From an optimization exercise on the open Yosys and OpenROAD flow, aimed at small area; shortcuts taken in it are not production practice. Function was checked by simulation only, so behaviour that the tests miss may differ from the original. Power is estimated from default activity; no workload was simulated.

// Paddle_Top
module Paddle_Top(i_Clk, i_Rst, i_Switch_1, i_Switch_2, i_Switch_3, i_Switch_4, i_UART_RX, o_UART_TX, o_Segment1_A, o_Segment1_B, o_Segment1_C, o_Segment1_D, o_Segment1_E, o_Segment1_F, o_Segment1_G, o_Segment2_A, o_Segment2_B, o_Segment2_C, o_Segment2_D, o_Segment2_E, o_Segment2_F
, o_Segment2_G, o_VGA_HSync, o_VGA_VSync, o_VGA_Red_0, o_VGA_Red_1, o_VGA_Red_2, o_VGA_Green_0, o_VGA_Green_1, o_VGA_Green_2, o_VGA_Blue_0, o_VGA_Blue_1, o_VGA_Blue_2);
Settings: LEC_CHECK=0, ABC_AREA=1, CAP_MARGIN=20, CORE_MARGIN=2, CORE_UTILIZATION=40, CTS_BUF_LIST=sky130_fd_sc_hd__clkbuf_4, PLACE_DENSITY=0.6, SLEW_MARGIN=20; clock period 8.0 ns.
run.sh (not shown) runs the stock make flow with config.mk's settings and CLKGATE_MAP_FILE= SYNTH_SCRIPT=/design/flow/synth_recipe.tcl, a recipe that flattens the netlist after the stock synthesis.
Next try:
==> flow/flow/run.sh (new file) <==
#!/bin/bash
# Own layout flow: the standard flow (standard.sh) with three changes:
#  - after the standard synthesis, its combinational logic is mapped again
#    for area (flow/remap.ys); registers keep their cells and names;
#  - ports are buffered with the smallest buffer (sky130_fd_sc_hd__buf_1);
#  - clock tree synthesis uses clkbuf_4 buffers and inserts no dummy loads.
# Tool output: ORFS logs under orfs/logs/, make output in flow_synth.log and
# flow_make.log, the re-mapping in remap.log.
set -euo pipefail
R=orfs/results/$FLOW_PLATFORM/Paddle_Top/base
LIB=$FLOW_HOME/platforms/sky130hd/lib/sky130_fd_sc_hd__tt_025C_1v80.lib
DONTUSE="-dont_use *probe* -dont_use *lpflow*"
bash standard.sh synth > flow_synth.log 2>&1
cp $R/1_2_yosys.v $R/1_2_yosys_standard.v
sed -e "s#@LIB@#$LIB#g" -e "s#@IN@#$R/1_2_yosys_standard.v#" -e "s#@OUT@#$R/1_2_yosys_remap.v#" \
    -e "s#@TOP@#$FLOW_TOP#" -e "s#@DONTUSE@#$DONTUSE -dont_use *clkbuf* -dont_use *clkinv* -dont_use *dly*#" \
    flow/remap.ys > remap_run.ys
yosys -l remap.log remap_run.ys > /dev/null
cp $R/1_2_yosys_remap.v $R/1_2_yosys.v
export BUFFER_PORTS_ARGS="-buffer_cell sky130_fd_sc_hd__buf_1"
export CTS_ARGS="-sink_clustering_enable -repair_clock_nets -buf_list sky130_fd_sc_hd__clkbuf_4 -dont_use_dummy_load"
bash standard.sh finish > flow_make.log 2>&1
==> flow/flow/remap.ys (new file) <==
# Re-map the combinational logic of the standard synthesis for area.
# Registers (dfxtp/edfxtp) and tie cells are kept as they are, with their
# names; every other cell is replaced by its function and mapped again by
# ABC with an area-only script (no buffering or upsizing), then the
# standard synthesis's closing steps are repeated.
read_liberty -ignore_miss_func @LIB@
read_verilog @IN@
hierarchy -top @TOP@
blackbox sky130_fd_sc_hd__dfxtp_1 sky130_fd_sc_hd__edfxtp_1 sky130_fd_sc_hd__conb_1
flatten
rename -hide w:*.*
opt_clean -purge
abc -liberty @LIB@ @DONTUSE@ -script "+strash;dch;map -a;topo"
opt_clean -purge
read_liberty -lib -ignore_redef @LIB@
hilomap -singleton -hicell sky130_fd_sc_hd__conb_1 HI -locell sky130_fd_sc_hd__conb_1 LO
insbuf -buf sky130_fd_sc_hd__buf_4 A X
opt_clean -purge
tee -o remap_stat.txt stat -liberty @LIB@
check -assert
write_verilog -noattr -nohex -nodec @OUT@
==> flow/standard.sh (new file) <==
#!/bin/bash
# synth_recipe.tcl (not shown) runs the flow's synth.tcl, then flattens the netlist and writes it again
# the make line also repeats each setting of config.mk as NAME=value (left out here)
make -C /OpenROAD-flow-scripts/flow DESIGN_CONFIG=/design/flow/config.mk WORK_HOME=/design/flow/orfs CLKGATE_MAP_FILE= SYNTH_SCRIPT=/design/flow/synth_recipe.tcl "${@:-finish}"
- CORE_UTILIZATION: 40 -> 60
- CTS_BUF_LIST: sky130_fd_sc_hd__clkbuf_4 -> not set
- PLACE_DENSITY: 0.6 -> 0.8
removed: flow/run.sh
After rerunning:
- The new run finished with timing, DRC and antenna clean
- worst hold slack hardly moves
- utilization rises by 19 points
- worst setup slack improves by 0.40 ns
Next try:
- CORE_UTILIZATION: 60 -> 40
- PLACE_DENSITY: 0.8 -> 0.6
The changed run finished with timing, DRC and antenna clean.
Total power increases by 1.0%.
Hold slack is about the same.
Via count decreases by 5.2%.
Critical path depth is unchanged.
Clock-buffer cell count is unchanged.
Wire length increases by 1.1%.
Synthesized cell count stays the same.
Next try:
--- a/flow/flow/run.sh
+++ b/flow/flow/run.sh
@@ -19,4 +19,4 @@
 cp $R/1_2_yosys_remap.v $R/1_2_yosys.v
 export BUFFER_PORTS_ARGS="-buffer_cell sky130_fd_sc_hd__buf_1"
-export CTS_ARGS="-sink_clustering_enable -repair_clock_nets -buf_list sky130_fd_sc_hd__clkbuf_4 -dont_use_dummy_load"
+export CTS_ARGS="-sink_clustering_enable -repair_clock_nets -buf_list sky130_fd_sc_hd__clkbuf_8 -sink_clustering_size 25 -sink_clustering_max_diameter 150 -dont_use_dummy_load"
 bash standard.sh finish > flow_make.log 2>&1
- CTS_BUF_LIST: not set -> sky130_fd_sc_hd__clkbuf_4
Effect: The changed run produced a clean layout. Maximum frequency came out higher by a few percent. Via count hardly moves. Cell count hardly moves. Worst setup slack gets better by 0.091 ns. Final area came out higher slightly. Worst hold slack stays flat. Critical path depth does not change. Utilization came out higher by 0.75 points. Power came out higher by roughly a tenth. Count of clock-buffer cells in the layout does not change.

v16:
Another version of the RTL of Paddle_Top (not shown whole).
Size in the first run: about 5400 um2 of cells after synthesis.
export LEC_CHECK = 0
export ABC_AREA = 1
export CAP_MARGIN = 20
export CORE_MARGIN = 2
export CORE_UTILIZATION = 40
export PLACE_DENSITY = 0.6
export SLEW_MARGIN = 20
create_clock -name core_clock -period 8.0 [get_ports {i_Clk}]
standard.sh (not shown) runs the stock make flow with config.mk's settings and CLKGATE_MAP_FILE= SYNTH_SCRIPT=/design/flow/synth_recipe.tcl, a recipe that flattens the netlist after the stock synthesis.
==> flow/flow/run.sh <==
#!/bin/bash
# Own layout flow: the standard flow (standard.sh) with three changes:
#  - after the standard synthesis, its combinational logic is mapped again
#    for area with ABC's amap (flow/remap.ys); registers keep their cells
#    and names;
#  - ports are buffered with the smallest buffer (sky130_fd_sc_hd__buf_1);
#  - clock tree synthesis uses clkbuf_4 buffers and inserts no dummy loads.
# Tool output: ORFS logs under orfs/logs/, make output in flow_synth.log and
# flow_make.log, the re-mapping in remap.log.
set -euo pipefail
R=orfs/results/$FLOW_PLATFORM/Paddle_Top/base
LIB=$FLOW_HOME/platforms/sky130hd/lib/sky130_fd_sc_hd__tt_025C_1v80.lib
DONTUSE="-dont_use *probe* -dont_use *lpflow*"
bash standard.sh synth > flow_synth.log 2>&1
cp $R/1_2_yosys.v $R/1_2_yosys_standard.v
sed -e "s#@LIB@#$LIB#g" -e "s#@IN@#$R/1_2_yosys_standard.v#" -e "s#@OUT@#$R/1_2_yosys_remap.v#" \
    -e "s#@TOP@#$FLOW_TOP#" -e "s#@DONTUSE@#$DONTUSE -dont_use *clkbuf* -dont_use *clkinv* -dont_use *dly*#" \
    flow/remap.ys > remap_run.ys
yosys -l remap.log remap_run.ys > /dev/null
cp $R/1_2_yosys_remap.v $R/1_2_yosys.v
export BUFFER_PORTS_ARGS="-buffer_cell sky130_fd_sc_hd__buf_1"
export CTS_ARGS="-sink_clustering_enable -repair_clock_nets -buf_list sky130_fd_sc_hd__clkbuf_4 -sink_clustering_max_diameter 40 -dont_use_dummy_load"
bash standard.sh finish > flow_make.log 2>&1
==> flow/flow/remap.ys <==
# Re-map the combinational logic of the standard synthesis for area.
# Registers (dfxtp/edfxtp) and tie cells are kept as they are, with their
# names; every other cell is replaced by its function and mapped again by
# ABC with an area-only script (no buffering or upsizing), then the
# standard synthesis's closing steps are repeated.
read_liberty -ignore_miss_func @LIB@
read_verilog @IN@
hierarchy -top @TOP@
blackbox sky130_fd_sc_hd__dfxtp_1 sky130_fd_sc_hd__edfxtp_1 sky130_fd_sc_hd__conb_1
flatten
rename -hide w:*.*
opt_clean -purge
abc -liberty @LIB@ @DONTUSE@ -script "+strash;dch -f;amap -F 200 -A 200;topo"
opt_clean -purge
read_liberty -lib -ignore_redef @LIB@
hilomap -singleton -hicell sky130_fd_sc_hd__conb_1 HI -locell sky130_fd_sc_hd__conb_1 LO
insbuf -buf sky130_fd_sc_hd__buf_4 A X
opt_clean -purge
tee -o remap_stat.txt stat -liberty @LIB@
check -assert
write_verilog -noattr -nohex -nodec @OUT@
The following lists how v17 was set up differently from v16:
--- a/flow/flow/run.sh
+++ b/flow/flow/run.sh
@@ -20,4 +20,4 @@
 cp $R/1_2_yosys_remap.v $R/1_2_yosys.v
 export BUFFER_PORTS_ARGS="-buffer_cell sky130_fd_sc_hd__buf_1"
-export CTS_ARGS="-sink_clustering_enable -repair_clock_nets -buf_list sky130_fd_sc_hd__clkbuf_4 -sink_clustering_max_diameter 40 -dont_use_dummy_load"
+export CTS_ARGS="-sink_clustering_enable -repair_clock_nets -buf_list sky130_fd_sc_hd__clkbuf_4 -sink_buffer_max_cap_derate 0.7 -dont_use_dummy_load"
 bash standard.sh finish > flow_make.log 2>&1
Findings:
- Per the comparison of v17 with v16, gate count after technology mapping did not really move; total wire length after detailed routing has remained practically unchanged; combinational fraction of design power stayed essentially flat; cell area power density closely matched the old numbers.
- Delta (v17 minus v16): clock-buffer cell count has remained practically unchanged; non-clock buffer count stayed essentially flat.
- Reported for v17 and v16, count of nets after finishing turned out identical to the last digit.
- Total leakage power: v16 vs v17 identical
- On total power, v16 tracks v17 almost exactly.
- Total DRC errors in the routed layout came out exactly the same in v17 and v16.
#### Input delta (v50 over v17)
--- a/flow/flow/run.sh
+++ b/flow/flow/run.sh
@@ -20,4 +20,4 @@
 cp $R/1_2_yosys_remap.v $R/1_2_yosys.v
 export BUFFER_PORTS_ARGS="-buffer_cell sky130_fd_sc_hd__buf_1"
-export CTS_ARGS="-sink_clustering_enable -repair_clock_nets -buf_list sky130_fd_sc_hd__clkbuf_4 -sink_buffer_max_cap_derate 0.7 -dont_use_dummy_load"
+export CTS_ARGS="-sink_clustering_enable -repair_clock_nets -buf_list sky130_fd_sc_hd__clkbuf_4 -root_buf sky130_fd_sc_hd__clkbuf_8 -dont_use_dummy_load"
 bash standard.sh finish > flow_make.log 2>&1
==> notes.md <==
v50 completed end to end with timing, DRC and antenna clean.
v50 vs. v17: row count stayed essentially flat, transition at the pin with the smallest max-transition slack fell by 0.0049 ns, area overhead of the layout relative to synthesis stayed essentially flat.
From v50 to v17, die area did not move at all.
Critical path's largest stage delay ends up higher on v50.
v50 against v17: net switching component of the power essentially unchanged; count of buffers not belonging to the clock network in the layout essentially unchanged; design area essentially unchanged.

static timing again, ports no longer ideal:
No port has a modelled driver above. Below, the same layouts with a new extraction and two added sets of constraints. Step 1, drivers: a clkbuf_16 drives i_Clk and a buf_2 each remaining input, both assumed. Step 2 adds t to the input delays and takes it off the output delays; t is the mean of the earliest and latest rising clock arrival at the registers after step 1. Input paths then give back, and output paths get back, about the clock's delay inside the block. Three values: ideal ports, drivers, drivers and shift; two values: the first two.
run | shift t [ns] | setup WS [ns] | hold WS [ns] | worst setup path after step 2 | worst slew at a driven data input, ns
the first run of note 1 | 0.540 | 3.981 / 3.946 / 4.486 | 0.408 / 0.408 / 0.408 | register to output | 0.03
the second run of note 1 | 0.498 | 4.384 / 4.354 / 4.668 | 0.406 / 0.406 / 0.406 | input to register | 0.03
the third run of note 1 | 0.554 | 4.355 / 4.317 / 4.871 | 0.407 / 0.407 / 0.407 | register to output | 0.03
the fourth run of note 1 | 0.469 | 4.446 / 4.409 / 4.878 | 0.405 / 0.405 / 0.405 | register to output | 0.03
v16 | 0.544 | 3.691 / 3.653 / 4.198 | 0.410 / 0.410 / 0.410 | register to output | 0.03
v17 | 0.544 | 3.691 / 3.653 / 4.198 | 0.410 / 0.410 / 0.410 | register to output | 0.03
v50 | 0.442 | 3.796 / 3.757 / 4.199 | 0.409 / 0.409 / 0.409 | register to output | 0.03
After both steps setup and hold are still met in every run listed.
